What follows belongs to an exercise in optimizing a design on an open flow for small area; a production flow would make more cautious choices. At most, simulation tests tie the RTL to the original design; equivalence was not proved. Power figures rest on the tool's default switching activity, not on a simulated workload.

// Shift_filter
module Shift_filter
				(
				i_clk,
				i_arst_n,
				i_filter,
				i_fop_fin,
				o_filter
				);
input	i_clk;
input	i_arst_n;
input 	[6:0]	i_fop_fin;
input	signed	[17:0]	i_filter;
output	reg signed	[17:0]	o_filter;
reg	[6:0]	phase;
reg		started;		 
reg	[3:0]	tap_k;
reg signed	[17:0]	hold_reg;
reg signed	[17:0]	ring [0:9];
reg signed	[24:0]	acc;
integer i;
wire	take = (phase == i_fop_fin);
always @(posedge i_clk, negedge i_arst_n) begin
	if (!i_arst_n) begin
		phase <= 0;
		started <= 0;
	end else begin
		phase <= take ? 7'd0 : phase + 1'b1;
		if (take)
			started <= 1;
	end
end
always @(posedge i_clk)
	if (!take)
		tap_k <= (tap_k == 0) ? 4'd9 : tap_k - 1'b1;
always @(posedge i_clk)
	if (take)
		hold_reg <= i_filter;
wire	early = ~|phase[6:4];
wire	w_tap = early & (phase[3:0] <= 4'd9);
wire	w_w0 = early & (phase[3:0] >= 4'd1) & (phase[3:0] <= 4'd10);
wire	w_h = early & (phase[3:0] == 4'd11);
wire	first = early & (phase[3:0] == 4'd0);
wire	k0 = (tap_k == 4'd0);
wire	k8 = (tap_k == 4'd9) | (tap_k == 4'd8) | (tap_k == 4'd2) | (tap_k == 4'd1);
wire	k11 = (tap_k == 4'd6) | (tap_k == 4'd4);
wire	k16 = (tap_k == 4'd5);
wire	kw0 = (tap_k == 4'd5) | (tap_k == 4'd3);
wire	ins = w_tap & k0;
always @(posedge i_clk) begin
	ring[0] <= started ? (ins ? hold_reg : ring[9]) : 18'd0;
	for (i = 1; i < 10; i = i + 1)
		ring[i] <= ring[i - 1];
end
wire signed	[17:0]	tap = ring[9];
wire signed	[17:0]	w0 = ring[0];
wire	p2 = w_tap & (k0 | k11);
wire	p3 = w_tap & k8;
wire	p_w0 = w_w0 & kw0;
wire	q_t = w_tap & k0;
  ...
Size: ~760 cells after synthesis, ~260 flip-flops, ~45 I/O pins, about 8700 µm² of cells after synthesis.
==> module Shift_filter, before the edit <==
module Shift_filter
				(
				i_clk,
				i_arst_n,
				i_filter,
				i_fop_fin,
				o_filter
				);
input	i_clk;
input	i_arst_n;
input 	[6:0]	i_fop_fin;
input	signed	[17:0]	i_filter;
output	reg signed	[17:0]	o_filter;
reg	[6:0]	phase;
reg		started;		 
reg	[3:0]	tap_k;
reg signed	[17:0]	hold_reg;
reg signed	[17:0]	ring [0:9];
reg signed	[24:0]	acc;
integer i;
wire	take = (phase == i_fop_fin);
always @(posedge i_clk, negedge i_arst_n) begin
	if (!i_arst_n) begin
		phase <= 0;
		started <= 0;
	end else begin
		phase <= take ? 7'd0 : phase + 1'b1;
		if (take)
			started <= 1;
	end
end
always @(posedge i_clk)
	if (!take)
		tap_k <= (tap_k == 0) ? 4'd9 : tap_k - 1'b1;
always @(posedge i_clk)
	if (take)
		hold_reg <= i_filter;
wire	early = ~|phase[6:4];
wire	w_tap = early & (phase[3:0] <= 4'd9);
wire	w_w0 = early & (phase[3:0] >= 4'd1) & (phase[3:0] <= 4'd10);
wire	w_h = early & (phase[3:0] == 4'd11);
wire	first = early & (phase[3:0] == 4'd0);
wire	k0 = (tap_k == 4'd0);
wire	k8 = (tap_k == 4'd9) | (tap_k == 4'd8) | (tap_k == 4'd2) | (tap_k == 4'd1);
wire	k11 = (tap_k == 4'd6) | (tap_k == 4'd4);
wire	k16 = (tap_k == 4'd5);
wire	kw0 = (tap_k == 4'd5) | (tap_k == 4'd3);
wire	ins = w_tap & k0;
always @(posedge i_clk) begin
	ring[0] <= started ? (ins ? hold_reg : ring[9]) : 18'd0;
	for (i = 1; i < 10; i = i + 1)
		ring[i] <= ring[i - 1];
end
wire signed	[17:0]	tap = ring[9];
wire signed	[17:0]	w0 = ring[0];
wire	p2 = w_tap & (k0 | k11);
wire	p3 = w_tap & k8;
wire	p_w0 = w_w0 & kw0;
wire	q_t = w_tap & k0;
wire	q4 = w_tap & (k11 | k16);
wire	[21:0]	p = ({22{p2}} & {{2{tap[17]}}, tap, 2'b0})
			| ({22{p3}} & {tap[17], tap, 3'b0})
			| ({22{p_w0}} & {{4{w0[17]}}, w0})
			| ({22{w_h}} & {{2{hold_reg[17]}}, hold_reg, 2'b0});
wire	[21:0]	q = ({22{q_t}} & {{4{tap[17]}}, tap})
			| ({22{q4}} & {tap, 4'b0})
			| ({22{w_h}} & {{4{hold_reg[17]}}, hold_reg});
wire	active = early & (phase[3:0] <= 4'd11);
wire	[24:0]	a = first ? 25'd16 : acc;
wire	[24:0]	b = {25{active}} & ~{{3{p[21]}}, p};
wire	[24:0]	c = {{3{q[21]}}, q};
wire	[24:0]	s = a ^ b ^ c;
wire	[24:0]	cy = {(a[23:0] & b[23:0]) | (a[23:0] & c[23:0]) | (b[23:0] & c[23:0]), active};
reg	[1:0]	cpend;
wire	[25:0]	ci;
wire	[24:0]	sum = s ^ cy ^ ci[24:0];
wire	[24:0]	co = (s & cy) | (s & ci[24:0]) | (cy & ci[24:0]);
assign	ci = {co[24:17], cpend[1], co[15:9], cpend[0], co[7:0], 1'b0};
always @(posedge i_clk) begin
	acc <= sum;
	cpend <= {co[16], co[8]};
end
wire	[17:0]	y = {acc[22:6], acc[5] & (|acc[4:0])};
wire	ovf = (acc[24:22] != 3'b000) && (acc[24:22] != 3'b111);
always @(posedge i_clk, negedge i_arst_n)
	if (!i_arst_n)
		o_filter <= 0;
	else if (started & ~early)
		o_filter <= ovf ? {acc[24], {17{~acc[24]}}} : y;
endmodule
==> flow/config.mk <==
export PLATFORM = sky130hd
export DESIGN_NAME = Shift_filter
export DESIGN_NICKNAME = Shift_filter
export VERILOG_FILES = /design/flow/design.v
export SDC_FILE = /design/flow/constraint.sdc
export NUM_CORES = 4
export LEC_CHECK = 0
export ABC_AREA = 1
export CAP_MARGIN = 20
export CORE_MARGIN = 2
export CORE_UTILIZATION = 40
export SLEW_MARGIN = 20
==> flow/constraint.sdc <==
create_clock -name core_clock -period 7.0 [get_ports {i_clk}]
set_input_delay 1.4000 -clock core_clock [delete_from_list [all_inputs] [get_ports {i_clk}]]
set_output_delay 1.4000 -clock core_clock [all_outputs]
set_load 0.01 [all_outputs]
run.sh (not shown) runs the stock make flow with config.mk's settings and CLKGATE_MAP_FILE= SYNTH_SCRIPT=/design/flow/synth_recipe.tcl, a recipe that flattens the netlist after the stock synthesis.
Change:
--- a/flow/design.v
+++ b/flow/design.v
@@ -55,31 +55,26 @@
 wire signed	[17:0]	tap = ring[9];
 wire signed	[17:0]	w0 = ring[0];
-wire	p2 = w_tap & (k0 | k11);
-wire	p3 = w_tap & k8;
-wire	p_w0 = w_w0 & kw0;
+wire	p2 = w_tap & k0;
+wire	p3 = w_tap & (k8 | k11);
+wire	p4 = w_tap & k16;
+wire	neg = (w_tap & (k0 | k8)) | w_h;
 wire	q_t = w_tap & k0;
-wire	q4 = w_tap & (k11 | k16);
-wire	[21:0]	p = ({22{p2}} & {{2{tap[17]}}, tap, 2'b0})
+wire	q_t1 = w_tap & k11;
+wire	q_w0 = w_w0 & kw0;
+wire signed	[21:0]	p_mag = ({22{p2}} & {{2{tap[17]}}, tap, 2'b0})
 			| ({22{p3}} & {tap[17], tap, 3'b0})
-			| ({22{p_w0}} & {{4{w0[17]}}, w0})
+			| ({22{p4}} & {tap, 4'b0})
 			| ({22{w_h}} & {{2{hold_reg[17]}}, hold_reg, 2'b0});
-wire	[21:0]	q = ({22{q_t}} & {{4{tap[17]}}, tap})
-			| ({22{q4}} & {tap, 4'b0})
-			| ({22{w_h}} & {{4{hold_reg[17]}}, hold_reg});
-wire	active = early & (phase[3:0] <= 4'd11);
-wire	[24:0]	a = first ? 25'd16 : acc;
-wire	[24:0]	b = {25{active}} & ~{{3{p[21]}}, p};
-wire	[24:0]	c = {{3{q[21]}}, q};
+wire signed	[18:0]	q = ({19{q_t}} & {tap[17], tap})
+			| ({19{q_t1}} & {tap, 1'b0})
+			| ({19{q_w0}} & {w0[17], w0})
+			| ({19{w_h}} & {hold_reg[17], hold_reg});
+wire signed	[24:0]	a = first ? 25'sd16 : acc;
+wire signed	[24:0]	b = {{3{p_mag[21] ^ neg}}, p_mag ^ {22{neg}}};
+wire signed	[24:0]	c = {{6{q[18]}}, q};
 wire	[24:0]	s = a ^ b ^ c;
-wire	[24:0]	cy = {(a[23:0] & b[23:0]) | (a[23:0] & c[23:0]) | (b[23:0] & c[23:0]), active};
-reg	[1:0]	cpend;
-wire	[25:0]	ci;
-wire	[24:0]	sum = s ^ cy ^ ci[24:0];
-wire	[24:0]	co = (s & cy) | (s & ci[24:0]) | (cy & ci[24:0]);
-assign	ci = {co[24:17], cpend[1], co[15:9], cpend[0], co[7:0], 1'b0};
-always @(posedge i_clk) begin
-	acc <= sum;
-	cpend <= {co[16], co[8]};
-end
+wire	[24:0]	cy = {(a[23:0] & b[23:0]) | (a[23:0] & c[23:0]) | (b[23:0] & c[23:0]), neg};
+always @(posedge i_clk)
+	acc <= s + cy;
 wire	[17:0]	y = {acc[22:6], acc[5] & (|acc[4:0])};
 wire	ovf = (acc[24:22] != 3'b000) && (acc[24:22] != 3'b111);
Outcome: Worst setup slack is better by 1.7 ns; final area rose by 7.5%; total power rose by 13%; utilization fell by 1.1 points; sequential share of layout area fell by 4.1 points.
No functional check of the RTL was part of any run of this note.

---

Shift_filter, a different RTL version from the one above (not shown whole).
For scale: about 610 cells after synthesis, roughly 260 flip-flops.
==> module Shift_filter, before the edit <==
module Shift_filter
				(
				i_clk,
				i_arst_n,
				i_filter,
				i_fop_fin,
				o_filter
				);
input	i_clk;
input	i_arst_n;
input 	[6:0]	i_fop_fin;
input	signed	[17:0]	i_filter;
output	reg signed	[17:0]	o_filter;
reg	[6:0]	phase;
reg		started;		 
reg	[3:0]	tap_k;
reg signed	[17:0]	hold_reg;
reg signed	[17:0]	ring [0:9];
reg signed	[24:0]	acc;
integer i;
wire	take = (phase == i_fop_fin);
always @(posedge i_clk, negedge i_arst_n) begin
	if (!i_arst_n) begin
		phase <= 0;
		started <= 0;
	end else begin
		phase <= take ? 7'd0 : phase + 1'b1;
		if (take)
			started <= 1;
	end
end
always @(posedge i_clk)
	if (!take)
		tap_k <= (tap_k == 0) ? 4'd9 : tap_k - 1'b1;
always @(posedge i_clk)
	if (take)
		hold_reg <= i_filter;
wire	early = ~|phase[6:4];
wire	w_tap = early & (phase[3:0] <= 4'd9);
wire	w_w0 = early & (phase[3:0] >= 4'd1) & (phase[3:0] <= 4'd10);
wire	w_h = early & (phase[3:0] == 4'd11);
wire	first = early & (phase[3:0] == 4'd0);
wire	k0 = (tap_k == 4'd0);
wire	k8 = (tap_k == 4'd9) | (tap_k == 4'd8) | (tap_k == 4'd2) | (tap_k == 4'd1);
wire	k11 = (tap_k == 4'd6) | (tap_k == 4'd4);
wire	k16 = (tap_k == 4'd5);
wire	kw0 = (tap_k == 4'd5) | (tap_k == 4'd3);
wire	ins = w_tap & k0;
always @(posedge i_clk) begin
	ring[0] <= started ? (ins ? hold_reg : ring[9]) : 18'd0;
	for (i = 1; i < 10; i = i + 1)
		ring[i] <= ring[i - 1];
end
wire signed	[17:0]	tap = ring[9];
wire signed	[17:0]	w0 = ring[0];
wire	p2 = w_tap & (k0 | k11);
wire	p3 = w_tap & k8;
wire	p_w0 = w_w0 & kw0;
wire	q_t = w_tap & k0;
wire	q4 = w_tap & (k11 | k16);
wire	[21:0]	p = ({22{p2}} & {{2{tap[17]}}, tap, 2'b0})
			| ({22{p3}} & {tap[17], tap, 3'b0})
			| ({22{p_w0}} & {{4{w0[17]}}, w0})
			| ({22{w_h}} & {{2{hold_reg[17]}}, hold_reg, 2'b0});
wire	[21:0]	q = ({22{q_t}} & {{4{tap[17]}}, tap})
			| ({22{q4}} & {tap, 4'b0})
			| ({22{w_h}} & {{4{hold_reg[17]}}, hold_reg});
wire	[24:0]	a = first ? 25'd16 : acc;
wire	[24:0]	b = ~{{3{p[21]}}, p};
wire	[24:0]	c = {{3{q[21]}}, q};
wire	[24:0]	s = a ^ b ^ c;
wire	[24:0]	m = (a & b) | (a & c) | (b & c);
reg	[1:0]	cs_pend;		 
reg	[1:0]	rc_pend;		 
wire	[24:0]	cy = {m[23:17], cs_pend[1], m[15:9], cs_pend[0], m[7:0], 1'b1};
wire	[24:0]	ci;
wire	[24:0]	sum = s ^ cy ^ ci;
wire	[24:0]	co = (s & cy) | (s & ci) | (cy & ci);
assign	ci = {co[23:17], rc_pend[1], co[15:9], rc_pend[0], co[7:0], 1'b0};
always @(posedge i_clk) begin
	acc <= sum;
	cs_pend <= {m[16], m[8]};
	rc_pend <= {co[16], co[8]};
end
wire	ovf = (acc[24:22] != 3'b000) && (acc[24:22] != 3'b111);
wire	load = started & ~early;
wire	keep_y = load & ~ovf;
wire	set_lo = load & ovf & ~acc[24];		 
wire	set_hi = load & ovf & acc[24];		 
wire	[17:0]	y = {acc[22:6], acc[5] & (|acc[4:0])};
always @(posedge i_clk, negedge i_arst_n)
	if (!i_arst_n)
		o_filter <= 0;
	else
		o_filter <= ({18{keep_y}} & y) | ({18{~load}} & o_filter) | {set_hi, {17{set_lo}}};
endmodule
==> flow/config.mk <==
export PLATFORM = sky130hd
export DESIGN_NAME = Shift_filter
export DESIGN_NICKNAME = Shift_filter
export VERILOG_FILES = /design/flow/design.v
export SDC_FILE = /design/flow/constraint.sdc
export NUM_CORES = 4
export LEC_CHECK = 0
export ABC_AREA = 1
export CAP_MARGIN = 20
export CORE_MARGIN = 2
export CORE_UTILIZATION = 40
export CTS_BUF_LIST = sky130_fd_sc_hd__clkbuf_16
export CTS_CLUSTER_DIAMETER = 80
export CTS_CLUSTER_SIZE = 30
export SLEW_MARGIN = 20
==> flow/constraint.sdc <==
create_clock -name core_clock -period 7.0 [get_ports {i_clk}]
set_input_delay 1.4000 -clock core_clock [delete_from_list [all_inputs] [get_ports {i_clk}]]
set_output_delay 1.4000 -clock core_clock [all_outputs]
set_load 0.01 [all_outputs]
standard.sh (not shown) runs the stock make flow with config.mk's settings and CLKGATE_MAP_FILE= SYNTH_SCRIPT=/design/flow/synth_recipe.tcl, a recipe that flattens the netlist after the stock synthesis.
==> flow/flow/run.sh <==
#!/bin/bash
# The standard layout (the standard.sh), with two changes to how it is made:
#  - Yosys's ABC step maps with an area-oriented script (flow/abc_area.script)
#    in place of ORFS's abc_area.script, in a copy of ORFS's scripts folder;
#  - the port buffers are plain buf_1 cells.
set -euo pipefail
rm -rf scripts_local
cp -r "$FLOW_HOME/scripts" scripts_local
cp flow/abc_area.script scripts_local/abc_area.script
bash standard.sh "SCRIPTS_DIR=$PWD/scripts_local" \
	"BUFFER_PORTS_ARGS=-buffer_cell sky130_fd_sc_hd__buf_1" finish > standard_flow.log 2>&1
==> flow/flow/abc_area.script <==
&get -n
&st
&dch
&nf -R 1000
&put
The baseline went through all stages and came out clean.
Change:
--- a/flow/design.v
+++ b/flow/design.v
@@ -66,32 +66,26 @@
 wire	[21:0]	q = ({22{q_t}} & {{4{tap[17]}}, tap})
 			| ({22{q4}} & {tap, 4'b0})
 			| ({22{w_h}} & {{4{hold_reg[17]}}, hold_reg});
+wire	active = early & (phase[3:0] <= 4'd11);
 wire	[24:0]	a = first ? 25'd16 : acc;
-wire	[24:0]	b = ~{{3{p[21]}}, p};
+wire	[24:0]	b = {25{active}} & ~{{3{p[21]}}, p};
 wire	[24:0]	c = {{3{q[21]}}, q};
 wire	[24:0]	s = a ^ b ^ c;
-wire	[24:0]	m = (a & b) | (a & c) | (b & c);
-reg	[1:0]	cs_pend;		 
-reg	[1:0]	rc_pend;		 
-wire	[24:0]	cy = {m[23:17], cs_pend[1], m[15:9], cs_pend[0], m[7:0], 1'b1};
-wire	[24:0]	ci;
-wire	[24:0]	sum = s ^ cy ^ ci;
-wire	[24:0]	co = (s & cy) | (s & ci) | (cy & ci);
-assign	ci = {co[23:17], rc_pend[1], co[15:9], rc_pend[0], co[7:0], 1'b0};
+wire	[24:0]	cy = {(a[23:0] & b[23:0]) | (a[23:0] & c[23:0]) | (b[23:0] & c[23:0]), active};
+reg	[1:0]	cpend;
+wire	[25:0]	ci;
+wire	[24:0]	sum = s ^ cy ^ ci[24:0];
+wire	[24:0]	co = (s & cy) | (s & ci[24:0]) | (cy & ci[24:0]);
+assign	ci = {co[24:17], cpend[1], co[15:9], cpend[0], co[7:0], 1'b0};
 always @(posedge i_clk) begin
 	acc <= sum;
-	cs_pend <= {m[16], m[8]};
-	rc_pend <= {co[16], co[8]};
+	cpend <= {co[16], co[8]};
 end
+wire	[17:0]	y = {acc[22:6], acc[5] & (|acc[4:0])};
 wire	ovf = (acc[24:22] != 3'b000) && (acc[24:22] != 3'b111);
-wire	load = started & ~early;
-wire	keep_y = load & ~ovf;
-wire	set_lo = load & ovf & ~acc[24];		 
-wire	set_hi = load & ovf & acc[24];		 
-wire	[17:0]	y = {acc[22:6], acc[5] & (|acc[4:0])};
 always @(posedge i_clk, negedge i_arst_n)
 	if (!i_arst_n)
 		o_filter <= 0;
-	else
-		o_filter <= ({18{keep_y}} & y) | ({18{~load}} & o_filter) | {set_hi, {17{set_lo}}};
+	else if (started & ~early)
+		o_filter <= ovf ? {acc[24], {17{~acc[24]}}} : y;
 endmodule
Effect: Clock-buffer cell count went up by 1; register-to-register slack improves by 140 ps; core utilization went up by 0.41 points; first-iteration DRC count went up by about a fifth; flip-flop and latch count went down by 2; design area went up slightly; synthesized area went up slightly.
Function not checked in the second run of this note: the RTL went through the layout flow alone.

[re-timing with driven ports]
Ports are ideal in the flow. The routed layouts listed here were re-timed in OpenROAD. Step 1 (the two cells are an assumption about what drives the block):
set clk [get_ports {i_clk}]
set_driving_cell -lib_cell sky130_fd_sc_hd__clkbuf_16 $clk
set_driving_cell -lib_cell sky130_fd_sc_hd__buf_2 [delete_from_list [all_inputs] $clk]
Step 2 moves the port delays by t, midway between the first and last clock arrival at a register: inputs arrive t later, outputs are due t later. That takes back most of the time a late clock gives input paths. a / b / c = ideal / step 1 / step 2; a / b = the first two.
| run | t (ns) | setup WS [ns] | clock arrival spread, ns | worst slew at a driven data input, ns | pins driven straight from the clock port |
|---|---|---|---|---|---|
| the first run of note 1 | 0.546 | 0.849 / 0.849 / 0.849 | 0.015 / 0.015 | 0.04 | 1 |
| the second run of note 1 | 0.562 | 2.509 / 2.509 / 2.509 | 0.015 / 0.015 | 0.04 | 1 |
| the first run of note 2 | 0.519 | 0.458 / 0.458 / 0.458 | 0.028 / 0.028 | 0.03 | 1 |
| the second run of note 2 | 0.506 | 0.595 / 0.595 / 0.595 | 0.032 / 0.033 | 0.03 | 1 |
After both steps setup and hold are still met in every run listed.
